Context: an optimization exercise on an open-source flow, tuned for small area and a short achievable clock period. The choices shown serve that exercise and are no tape-out recipe.
Where RTL was checked, it was by simulation tests only, not by an equivalence proof against the original.
Power is estimated from default activity; no workload was simulated.

==> flow/design.v (excerpt) <==
module fadd_p2 (input wire [31:0] x1,
                input wire [31:0] x2,
                output reg [31:0] y,
                output reg        ovf,
                input wire        clk,
                input wire        rstn);
   wire        s1 = x1[31];
   wire        s2 = x2[31];
   wire [7:0]  e1 = x1[30:23];
   wire [7:0]  e2 = x2[30:23];
   wire [22:0] m1 = x1[22:0];
   wire [22:0] m2 = x2[22:0];
   wire        h1 = |e1;
   wire        h2 = |e2;
   wire [7:0]  e1a = {e1[7:1], e1[0] | ~h1};
   wire [7:0]  e2a = {e2[7:1], e2[0] | ~h2};
   wire        f1 = &e1;
   wire        f2 = &e2;
   wire        spec = f1 | f2;
   wire        nz1 = |m1;
   wire        nz2 = |m2;
   wire        pick1 = f1 & (~f2 | nz1);
   wire        sub = s1 ^ s2;
   wire        infnan = f1 & f2 & ~nz1 & ~nz2 & sub;
   wire        nzp = pick1 ? nz1 : nz2;
   reg  [31:0] cg0, ce0;
   reg  [15:0] cg1, ce1;
   reg  [7:0]  cg2, ce2;
   reg  [3:0]  cg3, ce3;
   reg  [1:0]  cg4, ce4;
   integer     k;
   always @* begin
      for (k = 0; k < 32; k = k + 1) begin
         cg0[k] = (k < 31) ? (x2[k] & ~x1[k]) : 1'b0;
         ce0[k] = (k < 31) ? ~(x2[k] ^ x1[k]) : 1'b1;
      end
      for (k = 0; k < 16; k = k + 1) begin
         cg1[k] = cg0[2*k+1] | (ce0[2*k+1] & cg0[2*k]);
         ce1[k] = ce0[2*k+1] & ce0[2*k];
      end
  ...
Size in the first run: about 1800 cells after synthesis, roughly 97 flip-flops, roughly 99 I/O pins, roughly 11000 sq um of cells after synthesis.
clock: 15.0 ns
lec_check: 0
abc_area: 1
cap_margin: 20
core_margin: 2
core_utilization: 45
cts_buf_list: sky130_fd_sc_hd__clkbuf_8
place_density: 0.6
slew_margin: 20
standard.sh (not shown) runs the stock make flow with config.mk's settings and CLKGATE_MAP_FILE= SYNTH_SCRIPT=/design/flow/synth_recipe.tcl, a recipe that flattens the netlist after the stock synthesis.
==> flow/flow/run.sh <==
#!/bin/bash
# Standard ORFS layout with small port buffers and a tighter setup target for repair_timing.
set -euo pipefail
export BUFFER_PORTS_ARGS="-buffer_cell sky130_fd_sc_hd__buf_1"
export SETUP_SLACK_MARGIN=9.0
bash standard.sh > standard.log 2>&1
The first run finished clean.
Next try:
==> flow/flow/run.sh (replaced) <==
#!/bin/bash
# Standard ORFS layout, except: synthesis leaves adders to ABC (no full/half-adder
# cell extraction), ports get small buffers, and repair_timing aims for extra setup slack.
set -euo pipefail
export BUFFER_PORTS_ARGS="-buffer_cell sky130_fd_sc_hd__buf_1"
export SETUP_SLACK_MARGIN=9.0
bash standard.sh ADDER_MAP_FILE= finish > standard.log 2>&1
After rerunning: Worst hold slack got worse by 0.096 ns; cell area increases slightly; clock skew increases by 0.0032 ns; total power decreases by roughly a tenth; via count increases by a few percent; die area decreases by a few percent.
No run of this note included a check of the RTL's function; only the layout flow was run.

========
Another version of the RTL of fadd_p2 (not shown whole).
For scale: roughly 1600 cells after synthesis, about 99 I/O pins, ~10000 µm² of cells after synthesis.
Settings: LEC_CHECK=0, ABC_AREA=1, CAP_MARGIN=20, CORE_MARGIN=2, CORE_UTILIZATION=45, PLACE_DENSITY=0.6, SLEW_MARGIN=20; clock period 15.0 ns.
==> flow/flow/run.sh <==
#!/bin/bash
# Standard ORFS layout with small port buffers and a tighter setup target for repair_timing.
set -euo pipefail
export BUFFER_PORTS_ARGS="-buffer_cell sky130_fd_sc_hd__buf_1"
export SETUP_SLACK_MARGIN=7.5
bash standard.sh > standard.log 2>&1
The first run went through all stages and came out clean.
==> next run, changes <==
--- a/flow/flow/run.sh
+++ b/flow/flow/run.sh
@@ -4,3 +4,3 @@
 export BUFFER_PORTS_ARGS="-buffer_cell sky130_fd_sc_hd__buf_1"
-export SETUP_SLACK_MARGIN=7.5
+export SETUP_SLACK_MARGIN=8.5
 bash standard.sh > standard.log 2>&1
--- a/flow/config.mk
+++ b/flow/config.mk
@@ -10,4 +10,4 @@
 export CORE_MARGIN = 2
-export CORE_UTILIZATION = 45
-export PLACE_DENSITY = 0.6
+export CORE_UTILIZATION = 65
+export PLACE_DENSITY = 0.8
 export SLEW_MARGIN = 20
Cell area goes up by about 4%.
Synthesized area stays the same.
Routed wire length goes up by about 0.6%.
Global-route usage increases by 10 points.
Sequential power hardly moves.
==> next run, changes <==
--- a/flow/config.mk
+++ b/flow/config.mk
@@ -10,4 +10,4 @@
 export CORE_MARGIN = 2
-export CORE_UTILIZATION = 65
-export PLACE_DENSITY = 0.8
+export CORE_UTILIZATION = 45
+export PLACE_DENSITY = 0.6
 export SLEW_MARGIN = 20
Cell area climbs by 0.82%.
Wire length came out higher by 3.9%.
First-iteration DRC count went down by 38%.
Sequential share of layout area goes down by 0.14 points.
==> next run, changes <==
--- a/flow/flow/run.sh
+++ b/flow/flow/run.sh
@@ -4,3 +4,3 @@
 export BUFFER_PORTS_ARGS="-buffer_cell sky130_fd_sc_hd__buf_1"
-export SETUP_SLACK_MARGIN=8.5
+export SETUP_SLACK_MARGIN=9
 bash standard.sh > standard.log 2>&1
After rerunning:
- final cell count rises by a few percent
- cell area is higher by roughly a tenth
- routed wire length rises by a little under a tenth
- total power is higher by a few percent
- via count grows by a few percent
- worst setup slack gets better by 230 ps
- clock power went up by a few percent
- synthesized area does not change
- worst hold slack gets better by 7.7 ps
- sequential share of layout area fell by 1.5 points
- synthesized cell count does not change

========
job 101:
fadd_p2, a different RTL version from the one above (not shown whole).
For scale: roughly 1,700 cells after synthesis, roughly 96 flip-flops, ~99 I/O pins, ~11,000 um2 of cells after synthesis.
==> flow/design.v (excerpt) <==
module fadd_p2 (input wire [31:0] x1,
                input wire [31:0] x2,
                output reg [31:0] y,
                output reg        ovf,
                input wire        clk,
                input wire        rstn);
clock: 15.0 ns
lec_check: 0
abc_area: 1
cap_margin: 20
core_margin: 2
core_utilization: 45
cts_buf_list: sky130_fd_sc_hd__clkbuf_8
place_density: 0.6
slew_margin: 20
==> flow/flow/run.sh <==
#!/bin/bash
# Standard ORFS layout with small port buffers and a tighter setup target for repair_timing.
set -euo pipefail
export BUFFER_PORTS_ARGS="-buffer_cell sky130_fd_sc_hd__buf_1"
export SETUP_SLACK_MARGIN=9.0
bash standard.sh > standard.log 2>&1
Job 101 went all the way through synthesis, placement and routing and the layout is clean on timing, DRC and antenna.
Relative to job 101, the following input files were edited for job 102:
diff --git a/flow/flow/run.sh b/flow/flow/run.sh
--- a/flow/flow/run.sh
+++ b/flow/flow/run.sh
@@ -4,3 +4,3 @@
 export BUFFER_PORTS_ARGS="-buffer_cell sky130_fd_sc_hd__buf_1"
-export SETUP_SLACK_MARGIN=9.0
+export SETUP_SLACK_MARGIN=8.5
 bash standard.sh > standard.log 2>&1
### Flow results
From job 102 to job 101, count of pins on the block boundary did not move at all. Fmax of job 102 falls short of that of job 101 by a few percent. The final reports for job 102 and job 101 show power attributed to combinational cells lower in the former. Per the comparison of job 102 with job 101, total negative slack comparable, portion of total power attributed to combinational logic now smaller.
No run of this note included a check of the RTL's function; only the layout flow was run.

========
Setup of job 8402:
The RTL this note starts from:
==> flow/design.v <==
`default_nettype none
module fadd_p2 (input wire [31:0] x1,
                input wire [31:0] x2,
                output reg [31:0] y,
                output reg        ovf,
                input wire        clk,
                input wire        rstn);
   wire        s1 = x1[31];
   wire        s2 = x2[31];
   wire [7:0]  e1 = x1[30:23];
   wire [7:0]  e2 = x2[30:23];
   wire [22:0] m1 = x1[22:0];
   wire [22:0] m2 = x2[22:0];
   wire        h1 = |e1;
   wire        h2 = |e2;
   wire [7:0]  e1a = {e1[7:1], e1[0] | ~h1};
   wire [7:0]  e2a = {e2[7:1], e2[0] | ~h2};
   wire        f1 = &e1;
   wire        f2 = &e2;
   wire        spec = f1 | f2;
   wire        nz1 = |m1;
   wire        nz2 = |m2;
   wire        pick1 = f1 & (~f2 | nz1);
   wire        sub = s1 ^ s2;
   wire        infnan = f1 & f2 & ~nz1 & ~nz2 & sub;
   wire        nzp = pick1 ? nz1 : nz2;
   reg  [31:0] cg0, ce0;
   reg  [15:0] cg1, ce1;
   reg  [7:0]  cg2, ce2;
   reg  [3:0]  cg3, ce3;
   reg  [1:0]  cg4, ce4;
   integer     k;
   always @* begin
      for (k = 0; k < 32; k = k + 1) begin
         cg0[k] = (k < 31) ? (x2[k] & ~x1[k]) : 1'b0;
         ce0[k] = (k < 31) ? ~(x2[k] ^ x1[k]) : 1'b1;
      end
      for (k = 0; k < 16; k = k + 1) begin
         cg1[k] = cg0[2*k+1] | (ce0[2*k+1] & cg0[2*k]);
         ce1[k] = ce0[2*k+1] & ce0[2*k];
      end
      for (k = 0; k < 8; k = k + 1) begin
         cg2[k] = cg1[2*k+1] | (ce1[2*k+1] & cg1[2*k]);
         ce2[k] = ce1[2*k+1] & ce1[2*k];
      end
      for (k = 0; k < 4; k = k + 1) begin
         cg3[k] = cg2[2*k+1] | (ce2[2*k+1] & cg2[2*k]);
         ce3[k] = ce2[2*k+1] & ce2[2*k];
      end
      for (k = 0; k < 2; k = k + 1) begin
         cg4[k] = cg3[2*k+1] | (ce3[2*k+1] & cg3[2*k]);
         ce4[k] = ce3[2*k+1] & ce3[2*k];
      end
   end
   wire        ge21 = cg4[1] | (ce4[1] & (cg4[0] | ce4[0]));
   wire        sel = spec ? ~pick1 : ge21;
   wire [7:0]  es = sel ? e2a : e1a;
   wire [23:0] msx = sel ? {h2, m2} : {h1, m1};
   wire [23:0] ms = {msx[23], msx[22] | (spec & (nzp | infnan)), msx[21:0]};
   wire [23:0] mi = sel ? {h1, m1} : {h2, m2};
   wire        ss = (sel ? s2 : s1) | infnan;
   wire [8:0]  d12 = {1'b0, e1a} - {1'b0, e2a};
   wire [7:0]  d21 = e2a - e1a;
   wire [7:0]  tde = d12[8] ? d21 : d12[7:0];
   wire [4:0]  de = (spec | (|tde[7:5])) ? 5'd31 : tde[4:0];
   wire [25:0] a0 = {mi, 2'b00};
   wire [25:0] a1 = de[4] ? {16'b0, a0[25:16]} : a0;
   wire        t1 = de[4] & (|a0[15:0]);
   wire [25:0] a2 = de[3] ? {8'b0, a1[25:8]} : a1;
   wire        t2 = de[3] & (|a1[7:0]);
   wire [25:0] a3 = de[2] ? {4'b0, a2[25:4]} : a2;
   wire        t3 = de[2] & (|a2[3:0]);
   wire [25:0] a4 = de[1] ? {2'b0, a3[25:2]} : a3;
   wire        t4 = de[1] & (|a3[1:0]);
   wire [25:0] a5 = de[0] ? {1'b0, a4[25:1]} : a4;
   wire        t5 = de[0] & a4[0];
   wire        tstck = t1 | t2 | t3 | t4 | t5;
   reg [23:0]  msr;
   reg [25:0]  miar;
   reg         stckr;
   reg         subr;
   reg         ssr;
   reg         specr;
   reg [7:0]   er;       
   always @(posedge clk) begin
      msr   <= ms;
      miar  <= a5;
      stckr <= tstck;
      subr  <= sub;
      ssr   <= ss;
      specr <= spec;
      er    <= es + 8'd1;
   end
   wire [26:0] aa = {1'b0, msr, 2'b00};
   wire [26:0] bb = {1'b0, miar} ^ {27{subr}};
   wire [26:0] p0 = aa ^ bb;
   wire [26:0] g0 = aa & bb;
   reg  [26:0] g, p;
   integer     i, l;
   always @* begin
      g = g0; p = p0;
      g[0] = g0[0] | (p0[0] & subr);
      for (l = 0; l < 5; l = l + 1)
        for (i = (2 << l) - 1; i < 27; i = i + (2 << l)) begin
           g[i] = g[i] | (p[i] & g[i - (1 << l)]);
           p[i] = p[i] & p[i - (1 << l)];
        end
      for (l = 3; l >= 0; l = l - 1)
        for (i = (3 << l) - 1; i < 27; i = i + (2 << l)) begin
           g[i] = g[i] | (p[i] & g[i - (1 << l)]);
           p[i] = p[i] & p[i - (1 << l)];
        end
   end
   wire [26:0] mye = p0 ^ {g[25:0], subr};
   reg  [26:0] sent;
   always @* begin
      for (i = 0; i < 27; i = i + 1)
        sent[i] = (er == 8'd27 - i[7:0]);
   end
   wire [26:0] n0 = mye | sent;
   wire [31:0] lzi = {n0, 5'b11111};
   reg  [15:0] v1;  reg [15:0] c1;
   reg  [7:0]  v2;  reg [15:0] c2;
   reg  [3:0]  v3;  reg [11:0] c3;
   reg  [1:0]  v4;  reg [7:0]  c4;
   reg  [4:0]  sh;
   always @* begin
      for (i = 0; i < 16; i = i + 1) begin
         v1[i] = lzi[2*i+1] | lzi[2*i];
         c1[i] = ~lzi[2*i+1];
      end
      for (i = 0; i < 8; i = i + 1) begin
         v2[i] = v1[2*i+1] | v1[2*i];
         c2[2*i +: 2] = v1[2*i+1] ? {1'b0, c1[2*i+1]} : {1'b1, c1[2*i]};
      end
      for (i = 0; i < 4; i = i + 1) begin
         v3[i] = v2[2*i+1] | v2[2*i];
         c3[3*i +: 3] = v2[2*i+1] ? {1'b0, c2[2*(2*i+1) +: 2]} : {1'b1, c2[2*(2*i) +: 2]};
      end
      for (i = 0; i < 2; i = i + 1) begin
         v4[i] = v3[2*i+1] | v3[2*i];
         c4[4*i +: 4] = v3[2*i+1] ? {1'b0, c3[3*(2*i+1) +: 3]} : {1'b1, c3[3*(2*i) +: 3]};
      end
      sh = v4[1] ? {1'b0, c4[7:4]} : {1'b1, c4[3:0]};
   end
   wire [26:0] k1 = sh[4] ? {mye[10:0], 16'b0} : mye;
   wire [26:0] k2 = sh[3] ? {k1[18:0], 8'b0} : k1;
   wire [26:0] k3 = sh[2] ? {k2[22:0], 4'b0} : k2;
   wire [26:0] k4 = sh[1] ? {k3[24:0], 2'b0} : k3;
   wire [26:0] myf = sh[0] ? {k4[25:0], 1'b0} : k4;
   wire        den = ~myf[26];
   wire [7:0]  eyr = den ? 8'd0 : (er - {3'b0, sh});
   wire        ovfp = (&er) & mye[26];
   wire        stk = stckr | myf[0];
   wire        up = ~ovfp & myf[2] & (myf[1] | (stk ? ~subr : myf[3]));
   wire        zero = ~|mye;
   wire        sy = ssr & (~subr | ~zero);
   reg         syr;
   reg [30:0]  yur;
   reg         upr;
   reg         nspr;
   always @(posedge clk) begin
      if (~rstn) begin
         syr  <= 1'b0;
         yur  <= 31'd0;
         upr  <= 1'b0;
         nspr <= 1'b0;
      end else begin
         syr  <= sy;
         yur  <= {eyr, myf[25:3] & {23{~ovfp}}};
         upr  <= up;
         nspr <= ~specr;
      end
   end
   wire [31:0] yu32 = {1'b0, yur};
   reg  [31:0] ic;
   reg  [7:0]  ibc;
   always @* begin
      ibc[0] = upr;
      for (i = 1; i < 8; i = i + 1)
        ibc[i] = ibc[i-1] & (&yu32[4*i-4 +: 4]);
      for (i = 0; i < 32; i = i + 1)
        ic[i] = (i % 4 == 0) ? ibc[i/4] : (ic[i-1] & yur[i-1]);
   end
   wire [30:0] yr = yur ^ ic[30:0];
   always @* begin
      y   = {syr, yr};
      ovf = nspr & (&yr[30:23]);
   end
endmodule
`default_nettype wire
export LEC_CHECK = 0
export ABC_AREA = 1
export CAP_MARGIN = 20
export CORE_MARGIN = 2
export CORE_UTILIZATION = 35
export CTS_BUF_LIST = sky130_fd_sc_hd__clkbuf_8
export PLACE_DENSITY = 0.5
export SLEW_MARGIN = 20
create_clock -name core_clock -period 15.0 [get_ports {clk}]
==> flow/flow/run.sh <==
#!/bin/bash
# Standard ORFS layout with small port buffers and a tighter setup target for repair_timing.
set -euo pipefail
export BUFFER_PORTS_ARGS="-buffer_cell sky130_fd_sc_hd__buf_1"
export SETUP_SLACK_MARGIN=8.5
bash standard.sh > standard.log 2>&1
--- input diff job 8402..job 6923 ---
Settings: CORE_UTILIZATION: 35 -> 55; PLACE_DENSITY: 0.5 -> 0.65.
Findings:
Having completed the whole flow, job 6923 delivered a layout that passed the timing, DRC and antenna checks. In job 6923 relative to job 8402, net switching power had gone down slightly. Job 6923 vs. job 8402: core area decreased 37%; setup slack now larger. For job 6923, the origin of the worst setup path was x1[27], unlike job 8402, where it was x2[30].

==> afterwards: timing with drivers on the ports <==
In the flow no input, the clock included, has a driving cell. The finished layouts below were timed again as built, in two steps. Step 1: set_driving_cell puts a clkbuf_16 on clk and a buf_2 on each other input, an assumption about the parent block. Step 2 also shifts input and output timing later by t, the mid clock arrival at the registers, as if the neighbouring blocks saw the same clock. a / b / c = ideal / step 1 / step 2; a / b = the first two.
| run | shift t [ns] | setup WS [ns] | worst setup path at the end | clock arrival spread, ns |
|---|---|---|---|---|
| the first run of note 1 | 0.420 | 8.923 / 8.886 / 8.661 | input to register | 0.018 / 0.018 |
| the second run of note 1 | 0.418 | 8.407 / 8.369 / 8.760 | input to register | 0.021 / 0.021 |
| the first run of note 2 | 0.400 | 8.020 / 8.038 / 7.638 | input to register | 0.014 / 0.014 |
| the second run of note 2 | 0.392 | 8.680 / 8.696 / 8.304 | input to register | 0.009 / 0.010 |
| the third run of note 2 | 0.404 | 8.748 / 8.772 / 8.368 | input to register | 0.015 / 0.015 |
| the fourth run of note 2 | 0.391 | 8.980 / 8.971 / 8.580 | input to register | 0.010 / 0.009 |
| job 101 | 0.427 | 9.196 / 9.215 / 8.788 | input to register | 0.017 / 0.017 |
| job 102 | 0.428 | 8.844 / 8.863 / 8.435 | input to register | 0.020 / 0.019 |
| job 8402 | 0.429 | 8.763 / 8.783 / 8.353 | input to register | 0.016 / 0.017 |
| job 6923 | 0.437 | 8.778 / 8.752 / 8.356 | input to register | 0.024 / 0.024 |
After both steps every run listed still meets setup and hold. For job 6923, which loses most, drivers alone change the setup slack by -0.026 ns; drivers and shift together by -0.422 ns.
